This design comes from an exercise in tuning for small area on the open sky130 flow, not from production work. The RTL was checked by simulation tests, not by an equivalence proof against the original design. Power and IR drop assume default switching activity.

$ cat design/flow/design.v
module edge_detector(
  input  logic clk,
  input  logic rst,
  input  logic in,
  output logic out
);
  logic [1:0] s_reg;
  always_ff @(posedge clk,posedge rst) begin
    if (rst)
      s_reg <= 2'b0;
    else begin
      s_reg[1] <= s_reg[0];
      s_reg[0] <= in;
    end
  end
  assign out = ~s_reg[1] & s_reg[0];
endmodule
module cellCA_sv(
	input logic self,
	input logic [2:0] vs,
	input logic [2:0] vc,
	output logic next);
logic p0, p1, q0, q1, h, c;
logic p0n, p1n, q0n, q1n;
assign {p1n, p0n} = {1'b0, ~vs[0]} + {1'b0, ~vs[1]} + {1'b0, ~vs[2]};
assign {q1n, q0n} = {1'b0, ~vc[0]} + {1'b0, ~vc[1]} + {1'b0, ~vc[2]};
assign p0 = ~p0n;
assign p1 = ~p1n;
assign q0 = ~q0n;
assign q1 = ~q1n;
assign h = p1 ^ q0;
assign c = p1 & q0;
assign next = (p0 & h & ~(c | q1)) | (self & ~p0 & ~h & (c ^ q1));
endmodule
module PanelDisplay (
	input logic clk,
	input logic rst,
	input logic cellOn,
	output logic [4:0] cellRow,
	output logic [5:0] cellCol,
	output logic [4:0] cycle20,
	output logic hsync,
	output logic vsync,
	output logic [3:0] red,
	output logic [3:0] green,
	output logic [3:0] blue);
  logic half;            
  logic [3:0] hOne;      
  logic [1:0] hTen;      
  logic [5:0] hCell;     
  logic [4:0] vLine;     
  logic [4:0] vCell;     
  logic hOneEnd, hTenEnd, lineEnd;
  assign hOneEnd = !half && hOne == 4'd9;
  assign hTenEnd = hOneEnd && (hTen == 2'd2 || (hCell == 6'd34 && hTen == 2'd1));
  assign lineEnd = hOneEnd && hCell == 6'd31 && hTen == 2'd0;
  always_ff @(posedge clk, posedge rst) begin
    if (rst) begin
      half <= 1'b0;
      hOne <= 4'd0;
      hTen <= 2'd1;      
      hCell <= 6'd31;
      vLine <= 5'd0;
      vCell <= 5'd0;
    end else begin
      half <= !half;
      if (!half)
        hOne <= (hOne == 4'd9) ? 4'd0 : hOne + 4'd1;
      if (hOneEnd)
        hTen <= hTenEnd ? 2'd0 : hTen + 2'd1;
      if (hTenEnd)
        hCell <= (hCell == 6'd34) ? 6'd0 : hCell + 6'd1;
      if (lineEnd) begin
        if (vLine == 5'd29 || (vCell == 5'd22 && vLine == 5'd5)) begin
          vLine <= 5'd0;
          vCell <= (vCell == 5'd22) ? 5'd0 : vCell + 5'd1;
        end else
          vLine <= vLine + 5'd1;
      end
    end
  end
  assign cellRow = vCell;
  assign cellCol = hCell;
  logic [3:0] hOneLag;
  assign hOneLag = !half ? hOne : (hOne == 4'd0) ? 4'd9 : hOne - 4'd1;
  assign cycle20 = {hOneLag, half};
  logic hsLow;
  always_comb begin
    if (hCell > 6'd25 && hCell < 6'd29)
      hsLow = 1'b1;
    else if (hCell == 6'd25)
      hsLow = hTen != 2'd0 || hOne >= 4'd6;
    else if (hCell == 6'd29)
      hsLow = hTen == 2'd0 && hOne <= 4'd5;
    else
      hsLow = 1'b0;
  end
  assign hsync = !hsLow;
  assign vsync = !(vCell == 5'd21 && vLine >= 5'd7 && vLine <= 5'd12);
  logic leftBar, rightBar, board, grid;
  assign leftBar = hCell > 6'd31 || (hCell == 6'd31 && hTen != 2'd0);   
  assign rightBar = (hCell >= 6'd20 && hCell <= 6'd22) || (hCell == 6'd23 && hTen == 2'd0);  
  assign board = hCell < 6'd20;                                           
  assign grid = (hTen == 2'd2 && hOne == 4'd9) || vLine == 5'd29;
  always_comb begin
    red = 4'b0000;
    green = 4'b0000;
    blue = 4'b0000;
    if (vCell < 5'd20) begin
      if (leftBar || rightBar) begin
        red = 4'b1111;
        green = 4'b1001;
        blue = 4'b1111;
      end else if (board) begin
        if (grid)
          red = 4'b1111;
        else if (cellOn) begin
          red = 4'b1111;
          green = 4'b1111;
          blue = 4'b1111;
        end
      end
    end
  end
endmodule
module GameOfLife_20(
	input logic clk,
	input logic rst,
	input logic load,
	input logic [4:0] load_row,  
	input logic [19:0] load_data,  
	input logic speedButton,  
	output logic vsync_out,
	output logic hsync_out,
	output logic [3:0] red,
	output logic [3:0] green,
	output logic [3:0] blue);
localparam int QN = 6;
logic vsync, hsync;
logic edgeDet, speedButtonEdge, step;
logic [1:0] vsync_edge;
logic [1:0] speedCounter;
logic [9:0][19:0] ringE, ringO;
logic [4:0] cycle20;      
logic [3:0] pair;         
logic sweep;              
logic sweepReg;
logic clearing;           
assign pair = (cycle20 >= 5'd10) ? 4'(cycle20 - 5'd10) : cycle20[3:0];
assign sweep = step | sweepReg;
always_ff @(posedge clk, posedge rst) begin
	if (rst) begin
		sweepReg <= 1'b1;
		clearing <= 1'b1;
	end else begin
		sweepReg <= sweep & (pair != 4'd9);
		clearing <= clearing & (pair != 4'd9);
	end
end
logic rowOk, pending, enq;
logic [3:0] lpair;
logic [4:0] dsum;
logic [3:0] dslot;
logic [9:0] ldE, ldO;
assign rowOk = load && (load_row < 5'd20);
assign lpair = load_row[4:1];
assign pending = sweep && (lpair > pair);    
assign enq = rowOk && pending;
assign dsum = {1'b0, lpair} + 5'd9 - {1'b0, pair};
assign dslot = (dsum >= 5'd10) ? 4'(dsum - 5'd10) : dsum[3:0];
always_comb
	for (int s = 0; s < 10; s++) begin
		ldE[s] = rowOk && !pending && !load_row[0] && (dslot == 4'(s));
		ldO[s] = rowOk && !pending && load_row[0] && (dslot == 4'(s));
	end
logic [QN-1:0] qv;
logic [QN-1:0][4:0] qtag;
logic [QN-1:0][19:0] qdata;
logic [QN-1:0] qhit, qfree, qalloc, qwr, qcm;
logic qanyhit, qcommitE, qcommitO;
logic [19:0] qoutE, qoutO;
always_comb begin
	qanyhit = 1'b0;
	qcommitE = 1'b0;
	qcommitO = 1'b0;
	qoutE = 20'd0;
	qoutO = 20'd0;
	for (int i = 0; i < QN; i++) begin
		qhit[i] = qv[i] && (qtag[i] == load_row);
		qcm[i] = sweep && qv[i] && (qtag[i][4:1] == pair);
		qfree[i] = !qv[i] || qcm[i];    
		qanyhit |= qhit[i];
		if (qcm[i] && !qtag[i][0]) begin
			qcommitE = 1'b1;
			qoutE |= qdata[i];
		end
		if (qcm[i] && qtag[i][0]) begin
			qcommitO = 1'b1;
			qoutO |= qdata[i];
		end
	end
	for (int i = 0; i < QN; i++) begin
		qalloc[i] = qfree[i];
		for (int k = 0; k < i; k++)
			if (qfree[k]) qalloc[i] = 1'b0;
		qwr[i] = enq && (qanyhit ? qhit[i] : qalloc[i]);
	end
end
always_ff @(posedge clk, posedge rst) begin
	if (rst)
		qv <= '0;
	else
		for (int i = 0; i < QN; i++)
			if (qwr[i])
				qv[i] <= 1'b1;
			else if (qcm[i])
				qv[i] <= 1'b0;
end
always_ff @(posedge clk)
	for (int i = 0; i < QN; i++)
		if (qwr[i]) begin
			qtag[i] <= load_row;
			qdata[i] <= load_data;
		end
logic [19:0] lineBuf;
logic [19:0] rowA, rowE, rowO, rowB, newE, newO;
assign rowA = (pair == 4'd0) ? 20'd0 : lineBuf;
assign rowE = ringE[0];
assign rowO = ringO[0];
assign rowB = (pair == 4'd9) ? 20'd0 : ~ringE[1];
logic [21:0] vsE, vcE, vsO, vcO;   
assign vsE[0] = 1'b0;
assign vcE[0] = 1'b0;
assign vsE[21] = 1'b0;
assign vcE[21] = 1'b0;
assign vsO[0] = 1'b0;
assign vcO[0] = 1'b0;
assign vsO[21] = 1'b0;
assign vcO[21] = 1'b0;
genvar j;
generate
for (j = 0; j < 20; j++) begin : g_col
	assign {vcE[j+1], vsE[j+1]} = {1'b0, rowA[j]} + {1'b0, rowE[j]} + {1'b0, rowO[j]};
	assign {vcO[j+1], vsO[j+1]} = {1'b0, rowE[j]} + {1'b0, rowO[j]} + {1'b0, rowB[j]};
	cellCA_sv u_cellE (.self(rowE[j]), .vs(vsE[j+2:j]), .vc(vcE[j+2:j]), .next(newE[j]));
	cellCA_sv u_cellO (.self(rowO[j]), .vs(vsO[j+2:j]), .vc(vcO[j+2:j]), .next(newO[j]));
end
endgenerate
logic [19:0] wpE, wpO;
always_comb begin
	if (sweep) begin
		wpE = qcommitE ? qoutE : clearing ? 20'd0 : newE;
		wpO = qcommitO ? qoutO : clearing ? 20'd0 : newO;
	end else begin
		wpE = ringE[0];
		wpO = ringO[0];
	end
end
always_ff @(posedge clk) begin
	for (int s = 0; s < 9; s++) begin
		ringE[s] <= ldE[s] ? ((s % 2 == 1) ? ~load_data : load_data) : ~ringE[s+1];
		ringO[s] <= ldO[s] ? ((s % 2 == 1) ? ~load_data : load_data) : ~ringO[s+1];
	end
	ringE[9] <= ldE[9] ? ~load_data : ~wpE;
	ringO[9] <= ldO[9] ? ~load_data : ~wpO;
end
logic [4:0] cellRow;
logic [5:0] cellCol;
always_ff @(posedge clk) begin
	if (rowOk && load_row == cellRow)
		lineBuf <= load_data;
	else if (sweep || cellRow[4:1] == pair)
		lineBuf <= (sweep || cellRow[0]) ? ringO[0] : ringE[0];
end
PanelDisplay panel(.clk(clk), .rst(rst), .cellOn(lineBuf[cellCol[4:0]]),
                   .cellRow(cellRow), .cellCol(cellCol), .cycle20(cycle20), .hsync(hsync),
                   .vsync(vsync), .red(red), .green(green), .blue(blue));
assign vsync_out = vsync;
assign hsync_out = hsync;
edge_detector vsync_edge_det(.clk(clk), .rst(rst), .in(vsync), .out(edgeDet));
edge_detector speedButton_edge(.clk(clk), .rst(rst), .in(speedButton), .out(speedButtonEdge));
always_ff @(posedge clk, posedge rst) begin
	if (rst)
		speedCounter <= 2'd0;
	else if (speedButtonEdge)
		speedCounter <= speedCounter + 2'd1;
end
assign step = edgeDet && ({1'b0, vsync_edge} >= 3'd3 - {1'b0, speedCounter});
always_ff @(posedge clk, posedge rst) begin
	if (rst)
		vsync_edge <= 2'd0;
	else if (edgeDet) begin
		if (step)
			vsync_edge <= 2'd0;
		else
			vsync_edge <= vsync_edge + 2'd1;
	end
end
endmodule
$ cat design/flow/flow/run.sh
#!/bin/bash
set -e
export CTS_ARGS="-sink_clustering_enable -repair_clock_nets -buf_list sky130_fd_sc_hd__clkbuf_2 -sink_clustering_size 6 -dont_use_dummy_load"
export BUFFER_PORTS_ARGS="-buffer_cell sky130_fd_sc_hd__buf_1"
bash standard.sh > standard_run.log 2>&1
$ cat design/flow/standard.sh
#!/bin/bash
# synth_recipe.tcl (not shown) runs the flow's synth.tcl, then flattens the netlist and writes it again
# the make line also repeats each setting of config.mk as NAME=value (left out here)
make -C /OpenROAD-flow-scripts/flow DESIGN_CONFIG=/design/flow/config.mk WORK_HOME=/design/flow/orfs CLKGATE_MAP_FILE= SYNTH_SCRIPT=/design/flow/synth_recipe.tcl "${@:-finish}"
$ cat design/flow/config.mk
export PLATFORM = sky130hd
export DESIGN_NAME = GameOfLife_20
export DESIGN_NICKNAME = GameOfLife_20
export VERILOG_FILES = /design/flow/design.v
export SDC_FILE = /design/flow/constraint.sdc
export NUM_CORES = 4
export LEC_CHECK = 0
export CAP_MARGIN = 20
export CORE_MARGIN = 2
export CORE_UTILIZATION = 70
export SLEW_MARGIN = 20
$ cat design/flow/constraint.sdc
create_clock -name core_clock -period 10.0 [get_ports {clk}]
set_input_delay 2.0000 -clock core_clock [delete_from_list [all_inputs] [get_ports {clk}]]
set_output_delay 2.0000 -clock core_clock [all_outputs]
set_load 0.01 [all_outputs]
==> key figures, run 1 <==
Status
  • Run status: no timing/DRC/antenna violations

Setup path
  • CP Capture Type: flop
  • CP max stage delay: between 0.8 and 0.9 ns
  • CP max stage cell: o311ai_1
  • WP data arrival: between 8 and 9 ns
  • Critical path class: flop to flop
  • Startpoint types: flop
  • R2r worst-path depth: 19
  • FF-to-FF Start: panel.half
  • Cell repeated most along the worst path: ha_1
  • Buffers plus inverters on the worst setup path: 3
  • FF-to-FF setup slack: roughly 2.5 ns
  • Crit Path Max Fanout: 36
  • Crit-path leading delay family: compound AO/OA/AOI/OAI gates
  • RR Endpoint: ringO[180]
  • Crit path cell chain: inv_1 -> ha_1 -> ha_1 -> nand3b_1 -> a21oi_2 -> a2bb2oi_1 -> or2_2 -> inv_1 -> ha_1 -> fa_1 -> o21bai_1 -> xor2_1 -> nand2_1 -> o311ai_1 -> nand4_1 -> buf_4 -> nand2_1 -> a211oi_1 -> a31o_2
  • CP required: between 10 and 15 ns

Synthesis
  • Synth Flop Type: dfxtp_1
  • Synth Net Count: between 3k and 4k
  • Async SR Flop Fraction: 6.40%
  • Post-synth EDFFs: 170
  • Mapped Cells: roughly 2.8k
  • Netlist area before placement: between 20000 and 30000 sq um
  • Number of library cell types mapped by synthesis: between 70 and 80
  • Warnings, synthesis: 3
  • Syn Area/Cell: between 10 and 15 sq um
  • Sequential cell area fraction in the yosys report: around half
  • Flops & latches, synth: between 600 and 700

Flow run
  • Maxcap violations: 0

Clock network
  • TritonCTS clock tree: yes
  • Post-CTS Hold Fix Bufs: 0
  • CTS Root Buffer Type: clkbuf_2
  • Clock Pin Slew Worst Setup and Hold Paths: 0.10 ns
  • CTS resizes: 0
  • Htree depth: 4
  • Number of post-CTS setup repair buffers: 0
  • Clock buffer depth: 3
  • Clock Latency Late Sink: about 1.4 ns
  • Clock Sink Count: between 600 and 700
  • Inserted Clock Buffers: about 150

Placed design
  • Hpwl dp: roughly 53 mm
  • DP Worst Slack: roughly 2.8 ns
  • Placer Congestion: between 0.9 and 1
  • PortBufs: 42
  • Cell Area, Placed: between 20000 and 30000 sq um

Power
  • Static Leak: roughly 13 nW
  • PwrDens: between 200 and 300 nW/um^2
  • Maximum vdd drop: around 0.17 mV

Floorplanning
  • DIE WIDTH: ~210 um
  • Die area: around 43000 sq um
  • Number of top-level pins: 43
  • Die height: 207 um
  • Initial core utilization: 70.8%
  • Row count: 74
  • Core Region: 40800 sq um

Route
  • Vias post-DR: 21.4k
  • Drt drc: 0
  • WL/cell: about 23 um
  • Drt initial violations: 2334
  • 1st-pass router iterations: 6
  • Routed Antenna Nets: 0
  • Routed WL: between 70 and 80 mm
  • Post-DR vias/cell: between 6 and 7

Global routing
  • Total GRT Usage: 37.3%
  • Number of global-route vias before repair: 21.6k
  • Largest net degree at the start of global routing: 47
  • Remaining Overflow, GRT: 0
  • Initial antenna violation count: 2
  • First-pass GRT wire length: 122 mm

Timing
  • Worst Max-Slew Pin Slew: between 1 and 1.5 ns
  • Final hold slack: roughly 0.31 ns
  • Clock Skew: between 0.15 and 0.2 ns
  • Max-slew violation count: 0
  • FMAX: between 100 and 150 MHz
  • Setup Viol. Count Final: 0
  • Slew Limit Headroom: roughly 23%
  • Fin. Hold Viols: 0
  • Crit path time final: 7.50 ns
  • RSZ-0062 raised after global routing: false
  • Post-route setup slack: roughly 2.5 ns
  • Final period util: 75.0%
  • Total Neg Setup Slack: 0 ns

Cells and area
  • Largest regs: ringE: 200 flops, ringO: 200 flops, qdata: 120 flops
  • Synthesis-to-layout area growth: 5.07%
  • Most frequent cells in the layout: dfxtp_1, a21oi_1, inv_1, nor2_1, mux2i_1
  • Final Util: ~74%
  • Share of cells above drive strength 1: 10.3%
  • Nets: 3095
  • Design area: approximately 30000 sq um
  • Commonest non-fill, non-tap cell in the layout: dfxtp_1

Min path
  • Hold Path End: ringE[43]
  • Worst hold start: ringE[63]
  • Hold Path Depth: 1
  • HP Class: flop to flop
==> area by class of cell <==
type	instances	area [sq um]
Antenna cell	8	20.0
Clock buffer	148	741
Fill cell	2908	10500
Inverter	257	965
Multi-Input combinational cell	1718	13200
Sequential cell	609	14100
Tap cell	532	666
Timing Repair Buffer	111	681
==> routing by layer <==
layer	routed length (um)	track usage (%)	up-vias
li1	-	-	9700
met1	30900	49.0	10300
met2	34700	56.2	1201
met3	10100	12.0	240
met4	3190	17.5	2
met5	110	1.89	-
==> how the worst max path moves through the flow <==
stage / end / slack (ns) / from / depth (start not counted)
global placement: ringO[7] / 3.08 / panel.half / 21
CTS: ringO[180] / 2.73 / panel.half / 19
detailed placement: ringO[180] / 2.78 / panel.half / 19
global route: ringO[185] / 2.04 / panel.half / 19
floorplan: qdata[100] / 3.86 / load_row[0] / 10
finish: ringO[180] / 2.50 / panel.half / 19
==> worst reg2reg max path, delay by kind of cell, from the launching register on <==
kind | cells | cell delay (ns)
AOI/OAI and AO/OA | 6 | 2.36
xor gates and xnor gates | 1 | 0.42
adders and majority gates | 4 | 1.72
buffers and inverters | 3 | 0.84
DFF | 1 | 0.72
and+or+nand+nor | 5 | 1.36
==> synthesized netlist by cell type (10+ instances only) <==
cell type / number / area (sq um)
nor2_1: 240 / 901
a22oi_1: 53 / 398
mux2i_1: 181 / 1810
xor2_1: 37 / 324
nand2b_1: 12 / 75.1
nand4b_1: 33 / 289
dfrtp_1: 31 / 776
ha_1: 103 / 1290
nor3_1: 14 / 70.1
and2_1: 13 / 81.3
buf_2: 16 / 80.1
nand4_1: 12 / 75.1
o21ai_0: 114 / 571
nor2b_1: 10 / 62.6
dfxtp_1: 400 / 8010
a21oi_1: 267 / 1340
buf_1: 20 / 75.1
edfxtp_1: 170 / 5100
nand3_1: 33 / 165
o2111ai_1: 24 / 210
or2_2: 24 / 150
o31ai_1: 15 / 113
o211ai_1: 12 / 90.1
xnor2_1: 25 / 219
inv_1: 257 / 965
nand3b_1: 17 / 128
fa_1: 118 / 2360
clkbuf_1: 133 / 499
nor4_1: 10 / 62.6
a31oi_1: 16 / 100
a221oi_1: 10 / 87.6
a2bb2oi_1: 21 / 184
nand2_1: 172 / 646
==> where the power goes <==
part           internal, W  switching, W
combinational      0.00165       0.00208
clock             0.000385      0.000867
sequential         0.00321      0.000370
==> stage by stage <==
stage | total power [W] | std cells
floorplan | 0.00617 | 2764
CTS | 0.00853 | 3374
finish | 0.00857 | 3383
detailed placement | 0.00727 | 3226
global placement | 0.00694 | 3226
global route | 0.00932 | 3380
==> kinds of logic after synthesis <==
family                   after synthesis  synth area share [%]
adder cells (fa/ha/maj)              221                  12.6
buffers and inverters                437                  5.91
XOR/XNOR                              66                  2.19
AO/OA/AOI/OAI                        623                  13.5
AND/OR/NAND/NOR                      621                  10.2
multiplexers                         187                  6.74
flip-flops                           609                  48.8
==> run 2, diff against run 1 <==
--- a/design/flow/config.mk
+++ b/design/flow/config.mk
@@ -8,4 +8,4 @@
 export CAP_MARGIN = 20
 export CORE_MARGIN = 2
-export CORE_UTILIZATION = 70
+export CORE_UTILIZATION = 80
 export SLEW_MARGIN = 20
==> key figures, run 2 <==
Timing
  • Final period util: a little under 80%
  • Setup Viol. Count Final: 0
  • RSZ-0062 raised after global routing: false
  • Slew Limit Headroom: between 10% and 20%
  • Clock Skew: ~0.15 ns
  • Fin. Hold Viols: 0
  • Max-slew violation count: 0
  • Crit path time final: around 7.7 ns
  • Total Neg Setup Slack: 0 ns
  • FMAX: approximately 130 MHz
  • Worst Max-Slew Pin Slew: roughly 1.2 ns

Synthesis
  • Synth area leader: dfxtp_1
  • Sequential cell area fraction in the yosys report: approximately 49%
  • Syn Area/Cell: between 10 and 15 sq um
  • Synth Flop Type: dfxtp_1
  • Synth Net Count: 3014
  • Mapped Cells: 2764
  • Async SR Flop Fraction: roughly 6.4%
  • Number of library cell types mapped by synthesis: between 70 and 80
  • Largest cells by area after synthesis: dfxtp_1, edfxtp_1, fa_1, mux2i_1, a21oi_1
  • Top cell type's share of synthesized area: between 20 and 30%
  • Flops & latches, synth: roughly 610
  • Top-count cell post-synth: dfxtp_1
  • Netlist area before placement: 28900 sq um
  • Synth top cells by count: dfxtp_1, a21oi_1, inv_1, nor2_1, mux2i_1
  • Warnings, synthesis: 3
  • Post-synth EDFFs: 170

Power
  • Maximum vdd drop: ~0.33 mV
  • Static Leak: 13.2 nW
  • PwrDens: 288 nW/um^2
  • Pwr Total: 0.00872 W

Setup path
  • CP max stage cell: a2bb2oi_1
  • CP required: ~11 ns
  • Critical path class: flop to flop
  • Cell repeated most along the worst path: ha_1
  • CP max stage delay: 0.85 ns
  • FF-to-FF setup slack: roughly 2.3 ns
  • CP Capture Type: flop
  • R2r worst-path depth: 21
  • Crit path to: ringE[177]
  • WP data arrival: roughly 8.6 ns
  • Crit path cell chain: inv_1 -> ha_1 -> ha_1 -> nor2b_1 -> nor3_1 -> a2bb2oi_1 -> or2_2 -> inv_1 -> ha_1 -> fa_1 -> inv_1 -> ha_1 -> nand2b_1 -> and2_1 -> or3_1 -> a21oi_1 -> nor2b_1 -> nand3b_1 -> buf_4 -> nor2_1 -> a21oi_1
  • FF-to-FF Start: panel.half
  • Startpoint types: flop
  • RR Endpoint: ringE[177]
  • Beginning of the critical path: panel.half
  • Crit Path Max Fanout: 22

Floorplanning
  • Number of top-level pins: 43
  • Core Region: ~36000 sq um
  • Die area: 37700 sq um
  • Row count: 69
  • Initial core utilization: 81.2%
  • Die height: roughly 190 um
  • DIE WIDTH: roughly 190 um

Global routing
  • Remaining Overflow, GRT: 0
  • Largest net degree at the start of global routing: between 50 and 60
  • Initial antenna violation count: 5
  • Number of global-route vias before repair: 22.3k
  • Total GRT Usage: between 40% and 50%
  • First-pass GRT wire length: roughly 120 mm

Cells and area
  • Commonest non-fill, non-tap cell in the layout: dfxtp_1
  • Share of cells above drive strength 1: roughly a tenth
  • Nets: just over 3k
  • Synthesis-to-layout area growth: 4.72%
  • Most frequent cells in the layout: dfxtp_1, a21oi_1, inv_1, nor2_1, mux2i_1
  • Largest regs: ringE: 200 flops, ringO: 200 flops, qdata: 120 flops

Clock network
  • Htree depth: 4
  • Clock Pin Slew Worst Setup and Hold Paths: around 0.10 ns
  • CTS Root Buffer Type: clkbuf_2
  • Clock buffer depth: 3
  • Clock Sink Count: between 600 and 700
  • Clock Latency Late Sink: roughly 1.1 ns
  • TritonCTS clock tree: yes
  • CTS resizes: 0
  • Post-CTS Hold Fix Bufs: 0
  • Number of post-CTS setup repair buffers: 0
  • Inserted Clock Buffers: roughly 150

Placed design
  • Placer Congestion: between 0.9 and 1
  • PortBufs: 42
  • Hpwl dp: about 53 mm

Route
  • WL/cell: 24.5 um
  • Drt initial violations: 2646
  • Drt drc: 0
  • Routed Antenna Nets: 0
  • 1st-pass router iterations: 10
  • Vias post-DR: roughly 22k
  • Routed WL: around 81 mm
  • Post-DR vias/cell: approximately 6.7

Flow run
  • Maxcap violations: 0

Status
  • Run status: no timing/DRC/antenna violations

Min path
  • HP Class: flop to flop
==> run 2: cell counts after synthesis <==
No cell type changed its count.
==> run 2: cells by family after synthesis <==
| group | count (synthesis) | synth area share (%) |
|---|---|---|
| buffers and inverters | 437 | 5.91 |
| AND/OR/NAND/NOR | 621 | 10.2 |
| XOR/XNOR | 66 | 2.19 |
| multiplexers | 187 | 6.74 |
| flip-flops | 609 | 48.8 |
| AO/OA/AOI/OAI | 623 | 13.5 |
| adder cells (fa/ha/maj) | 221 | 12.6 |
==> run 2: critical path: cells and delay by family, from the launching register on <==
| kind | cells | cell delay, ns |
|---|---|---|
| and+or+nand+nor | 9 | 2.44 |
| AOI/OAI and AO/OA | 3 | 1.35 |
| buffers and inverters | 4 | 0.96 |
| DFF | 1 | 0.77 |
| adders and majority gates | 5 | 2.09 |
==> run 2: worst min path at each step <==
stage                               from                        end  slack, ns  cells after the start
2_1_floorplan  speedButton_edge.s_reg[0]  speedButton_edge.s_reg[1]       0.35                      0
3_3_place_gp   speedButton_edge.s_reg[0]  speedButton_edge.s_reg[1]       0.36                      0
3_5_place_dp   speedButton_edge.s_reg[0]  speedButton_edge.s_reg[1]       0.37                      0
4_1_cts                        ringE[46]                  ringE[26]       0.31                      1
5_1_grt                       ringE[130]                 ringE[110]       0.31                      1
6_report                       ringE[77]                  ringE[57]       0.31                      1
==> run 2: metrics by stage <==
stage / utilization [%] / cell area (sq um) / setup WS, ns / hold WS, ns / std cells
6_report: 85.1 / 30300 / 2.26 / 0.310 / 3302
5_1_grt: 85.1 / 30300 / 1.85 / 0.309 / 3302
4_1_cts: 85.0 / 30200 / 2.48 / 0.313 / 3299
3_5_place_dp: 82.9 / 29500 / 2.52 / 0.372 / 3151
3_3_place_gp: 82.8 / 29500 / 2.95 / 0.362 / 3150
2_1_floorplan: - / 28900 / 3.86 / 0.355 / 2764
==> run 2: per-layer routing <==
layer | share of wire [%] | global-route usage [%]
met4 | 5.3 | 20.9
met2 | 45 | 65.4
met5 | 0.047 | 0
met3 | 14 | 14.6
met1 | 36 | 55.0
==> run 2: power by group <==
group / switching [W] / leakage, nW / internal, W / total, W
Sequential: 0.000375 / 5.42 / 0.00322 / 0.00359
Clock: 0.000871 / 0.615 / 0.000384 / 0.00125
Combinational: 0.00219 / 7.20 / 0.00168 / 0.00387
==> run 2: layout make-up <==
class / instances / area, sq um
fillers: 1958 / 5310
repair buffers: 108 / 684
multi-input cells: 1718 / 13200
well taps: 461 / 577
clock buffers: 148 / 741
flip-flops and latches: 609 / 14100
diodes: 1 / 2.50
inverters: 257 / 965

-- port drivers added, routing unchanged --
Ports are ideal in the flow. The routed layouts listed here were re-timed in OpenROAD.
Step 1: set_driving_cell puts a clkbuf_16 on clk and a buf_2 on each other input, an assumption about the parent block.
Step 2 also shifts input and output timing later by t, the mid clock arrival at the registers, as if the neighbouring blocks saw the same clock.
a / b / c = no drivers / after step 1 / after step 2; a / b = the first two.
| run | t (ns) | setup WS [ns] | latest minus earliest clock arrival (ns) | worst slew at a driven data input, ns | cell pins on the clock port's net |
|---|---|---|---|---|---|
| run 1 | 1.362 | 2.502 / 2.502 / 2.502 | 0.160 / 0.160 | 0.04 | 1 |
| run 2 | 1.119 | 2.261 / 2.261 / 2.261 | 0.163 / 0.163 | 0.05 | 1 |
After both steps setup and hold are still met in every run listed.
